This is an optimization exercise on Yosys and OpenROAD, whose aim is small area, a short achievable clock period and few clock cycles per item, not a production implementation. In this exercise RTL edits were held to simulation tests only and were not proved equivalent to the original.

==> trial 49 <==
Design systolic_pq, start of the top module:
module systolic_pq #(parameter KW=16, VW=16, N=16) (
  input logic clk, rst, ivalid,
  input logic [KW+VW-1:0] idata,
  output logic irdy,
  output logic ovalid,
  output logic [KW+VW-1:0] odata,
  input logic ordy
  );
==> module systolic_pq, before the edit <==
module systolic_pq #(parameter KW=16, VW=16, N=16) (
  input logic clk, rst, ivalid,
  input logic [KW+VW-1:0] idata,
  output logic irdy,
  output logic ovalid,
  output logic [KW+VW-1:0] odata,
  input logic ordy
  );
  localparam int W = KW + VW;
  logic [W-1:0] e [0:N-1];    
  logic [N-1:0] v;            
  logic [N:0]   gt;           
  assign odata  = e[0];
  assign ovalid = v[0];
  assign irdy   = !v[N-1];
  logic ins, ext;
  assign ins = ivalid && irdy;
  assign ext = ordy && ovalid;
  genvar i;
  generate
    for (i = 0; i < N; i = i + 1) begin : G_CMP
      assign gt[i] = !v[i] || (e[i][W-1:VW] > idata[W-1:VW]);
    end
  endgenerate
  assign gt[N] = 1'b1;
  generate
    for (i = 0; i < N; i = i + 1) begin : G_ENT
      logic [W-1:0] lo, hi;    
      logic gtl;               
      if (i == 0) begin : G_FIRST
        assign lo = idata;
        assign gtl = 1'b0;
      end else begin : G_MID
        assign lo = e[i-1];
        assign gtl = gt[i-1];
      end
      if (i == N-1) begin : G_LAST
        assign hi = e[i];
      end else begin : G_UP
        assign hi = e[i+1];
      end
      always_ff @(posedge clk) begin
        if (ins && ext) begin
          if (!gt[i+1])               e[i] <= hi;
          else if (i == 0 || !gt[i])  e[i] <= idata;
        end else if (ins) begin
          if (gt[i]) e[i] <= gtl ? lo : idata;
        end else if (ext) begin
          e[i] <= hi;
        end
      end
    end
  endgenerate
  always_ff @(posedge clk) begin
    if (rst)
      v <= '0;
    else if (ins && !ext)
      v <= {v[N-2:0], 1'b1};
    else if (ext && !ins)
      v <= {1'b0, v[N-1:1]};
  end
endmodule
Settings: LEC_CHECK=0, CAP_MARGIN=20, CORE_MARGIN=2, CORE_UTILIZATION=40, PLACE_DENSITY=0.6, SLEW_MARGIN=20; clock period 4.5 ns.
run.sh (not shown) runs the stock make flow with config.mk's settings and CLKGATE_MAP_FILE= SYNTH_SCRIPT=/design/flow/synth_recipe.tcl, a recipe that flattens the netlist after the stock synthesis.
==> build 83: changes against trial 49 <==
--- a/flow/design.v
+++ b/flow/design.v
@@ -1,2 +1,24 @@
+module systolic_pq_sort3 #(parameter KW=16) (
+    input logic [KW-1:0] a, b,
+    output logic gt);
+  localparam int L = $clog2(KW);
+  logic [L:0][KW-1:0] g, ge;
+  assign g[0]  = a & ~b;
+  assign ge[0] = a | ~b;
+  genvar l, j;
+  generate
+    for (l = 1; l <= L; l = l + 1) begin : G_LVL
+      for (j = 0; j < (KW >> l); j = j + 1) begin : G_NODE
+        assign g[l][j]  = g[l-1][2*j+1] | (ge[l-1][2*j+1] & g[l-1][2*j]);
+        assign ge[l][j] = g[l-1][2*j+1] | (ge[l-1][2*j+1] & ge[l-1][2*j]);
+      end
+      if ((KW >> l) < KW) begin : G_PAD
+        assign g[l][KW-1:(KW >> l)] = '0;
+        assign ge[l][KW-1:(KW >> l)] = '0;
+      end
+    end
+  endgenerate
+  assign gt = g[L][0];
+endmodule
 module systolic_pq #(parameter KW=16, VW=16, N=16) (
   input logic clk, rst, ivalid,
@@ -17,8 +39,15 @@
   assign ins = ivalid && irdy;
   assign ext = ordy && ovalid;
+  logic ins_only, ext_only, both, idle;
+  assign ins_only = ins && !ext;
+  assign ext_only = ext && !ins;
+  assign both     = ins && ext;
+  assign idle     = !ins && !ext;
   genvar i;
   generate
     for (i = 0; i < N; i = i + 1) begin : G_CMP
-      assign gt[i] = !v[i] || (e[i][W-1:VW] > idata[W-1:VW]);
+      logic kgt;
+      systolic_pq_sort3 #(.KW(KW)) U_CMP (.a(e[i][W-1:VW]), .b(idata[W-1:VW]), .gt(kgt));
+      assign gt[i] = !v[i] || kgt;
     end
   endgenerate
@@ -28,4 +57,5 @@
       logic [W-1:0] lo, hi;    
       logic gtl;               
+      logic s_hold, s_lo, s_hi, s_new;
       if (i == 0) begin : G_FIRST
         assign lo = idata;
@@ -40,14 +70,17 @@
         assign hi = e[i+1];
       end
-      always_ff @(posedge clk) begin
-        if (ins && ext) begin
-          if (!gt[i+1])               e[i] <= hi;
-          else if (i == 0 || !gt[i])  e[i] <= idata;
-        end else if (ins) begin
-          if (gt[i]) e[i] <= gtl ? lo : idata;
-        end else if (ext) begin
-          e[i] <= hi;
-        end
-      end
+      logic p_below, p_just, p_at, p_above;
+      assign p_below = !gt[i+1];
+      assign p_just  = gt[i+1] && !gt[i];
+      assign p_at    = gt[i] && !gtl;
+      assign p_above = gtl;
+      assign s_hi   = ext_only || (both && p_below);
+      assign s_new  = (ins_only && p_at) || (both && (p_just || (i == 0 && p_at)));
+      assign s_lo   = ins_only && p_above;
+      assign s_hold = idle || (ins_only && (p_below || p_just)) ||
+                      (both && (p_above || (i != 0 && p_at)));
+      always_ff @(posedge clk)
+        e[i] <= ({W{s_hold}} & e[i]) | ({W{s_lo}} & lo) |
+                ({W{s_hi}} & hi) | ({W{s_new}} & idata);
     end
   endgenerate
==> flow/flow/run.sh (new file) <==
#!/bin/bash
# Own flow: the standard layout, with a synthesis whose ABC mapping aims at
# delay (flow/abc_fast.script, delay target MY_ABC_D ps) instead of ORFS's
# area-recovering script. Registers, their names and cells are unchanged.
set -euo pipefail
W=$PWD
export MY_ABC_SCRIPT=$W/flow/abc_fast.script
export MY_ABC_D=${MY_ABC_D:-1000}
cat flow/abc_hook.tcl synth_recipe.tcl > my_synth.tcl
sed "s#SYNTH_SCRIPT=[^ ]*synth_recipe.tcl#SYNTH_SCRIPT=$W/my_synth.tcl#" standard.sh > my_standard.sh
grep -q "SYNTH_SCRIPT=$W/my_synth.tcl" my_standard.sh
bash my_standard.sh synth > synth.log 2>&1
grep -q "flow abc:" orfs/logs/*/systolic_pq/base/1_2_yosys.log
bash standard.sh > layout.log 2>&1
==> flow/flow/abc_fast.script (new file) <==
strash
dc2
balance
map {D}
topo
buffer
upsize {D}
dnsize {D}
stime -p
==> flow/flow/abc_hook.tcl (new file) <==
# Run Yosys's abc with this flow's ABC script and delay target in place of
# ORFS's; everything else in the synthesis is the standard one.
proc abc {args} {
  set i [lsearch -exact $args -script]
  if {$i >= 0} { lset args [expr {$i + 1}] $::env(MY_ABC_SCRIPT) }
  set j [lsearch -exact $args -D]
  if {$j >= 0} { lset args [expr {$j + 1}] $::env(MY_ABC_D) } else { lappend args -D $::env(MY_ABC_D) }
  puts "flow abc: $args"
  yosys abc {*}$args
}
==> flow/standard.sh (new file) <==
#!/bin/bash
# synth_recipe.tcl (not shown) runs the flow's synth.tcl, then flattens the netlist and writes it again
# the make line also repeats each setting of config.mk as NAME=value (left out here)
make -C /OpenROAD-flow-scripts/flow DESIGN_CONFIG=/design/flow/config.mk WORK_HOME=/design/flow/orfs CLKGATE_MAP_FILE= SYNTH_SCRIPT=/design/flow/synth_recipe.tcl "${@:-finish}"
--- a/flow/config.mk
+++ b/flow/config.mk
@@ -8,5 +8,8 @@
 export CAP_MARGIN = 20
 export CORE_MARGIN = 2
-export CORE_UTILIZATION = 40
+export CORE_UTILIZATION = 35
+export CTS_CLUSTER_DIAMETER = 100
+export CTS_CLUSTER_SIZE = 30
 export PLACE_DENSITY = 0.6
+export SETUP_SLACK_MARGIN = 1.45
 export SLEW_MARGIN = 20
removed: flow/run.sh
==> summary of the runs <==
- Between build 83 and trial 49, the lower worst setup slack is in trial 49 (gap 1000 ps).
- In trial 49 the global-route usage is lower than in build 83, by 0.99 points.
- Fmax: trial 49 is smaller than build 83 (25%).
- Flip-flop and latch count is the same in trial 49 and build 83.
Testbench counts of trial 49, summed over its fixed seeds: cycles 32,000, ops 32,000.
Testbench counts of build 83, summed over its fixed seeds: cycles 32,000, ops 32,000.

## port drivers added, routing unchanged
In the flow no input, the clock included, has a driving cell. The finished layouts below were timed again as built, in two steps.
Step 1 assumes that a clkbuf_16 drives the clock port and a buf_2 every other input.
Step 2 times the ports against the registers' clock, not the clock port: input delays grow and output delays shrink by t, the midpoint of the rising clock arrivals with the driver on.
a / b / c = ideal / step 1 / step 2; a / b = the first two.
| run | t (ns) | setup WS [ns] | latest minus earliest clock arrival (ns) |
|---|---|---|---|
| trial 49 | 0.735 | 0.497 / 0.539 / -0.196 | 0.020 / 0.020 |
| build 83 | 0.679 | 1.511 / 1.538 / 0.859 | 0.028 / 0.028 |
Met with ideal ports but missed after step 2: setup timing in trial 49. For trial 49, which loses most, drivers alone change the setup slack by +0.042 ns; drivers and shift together by -0.693 ns.
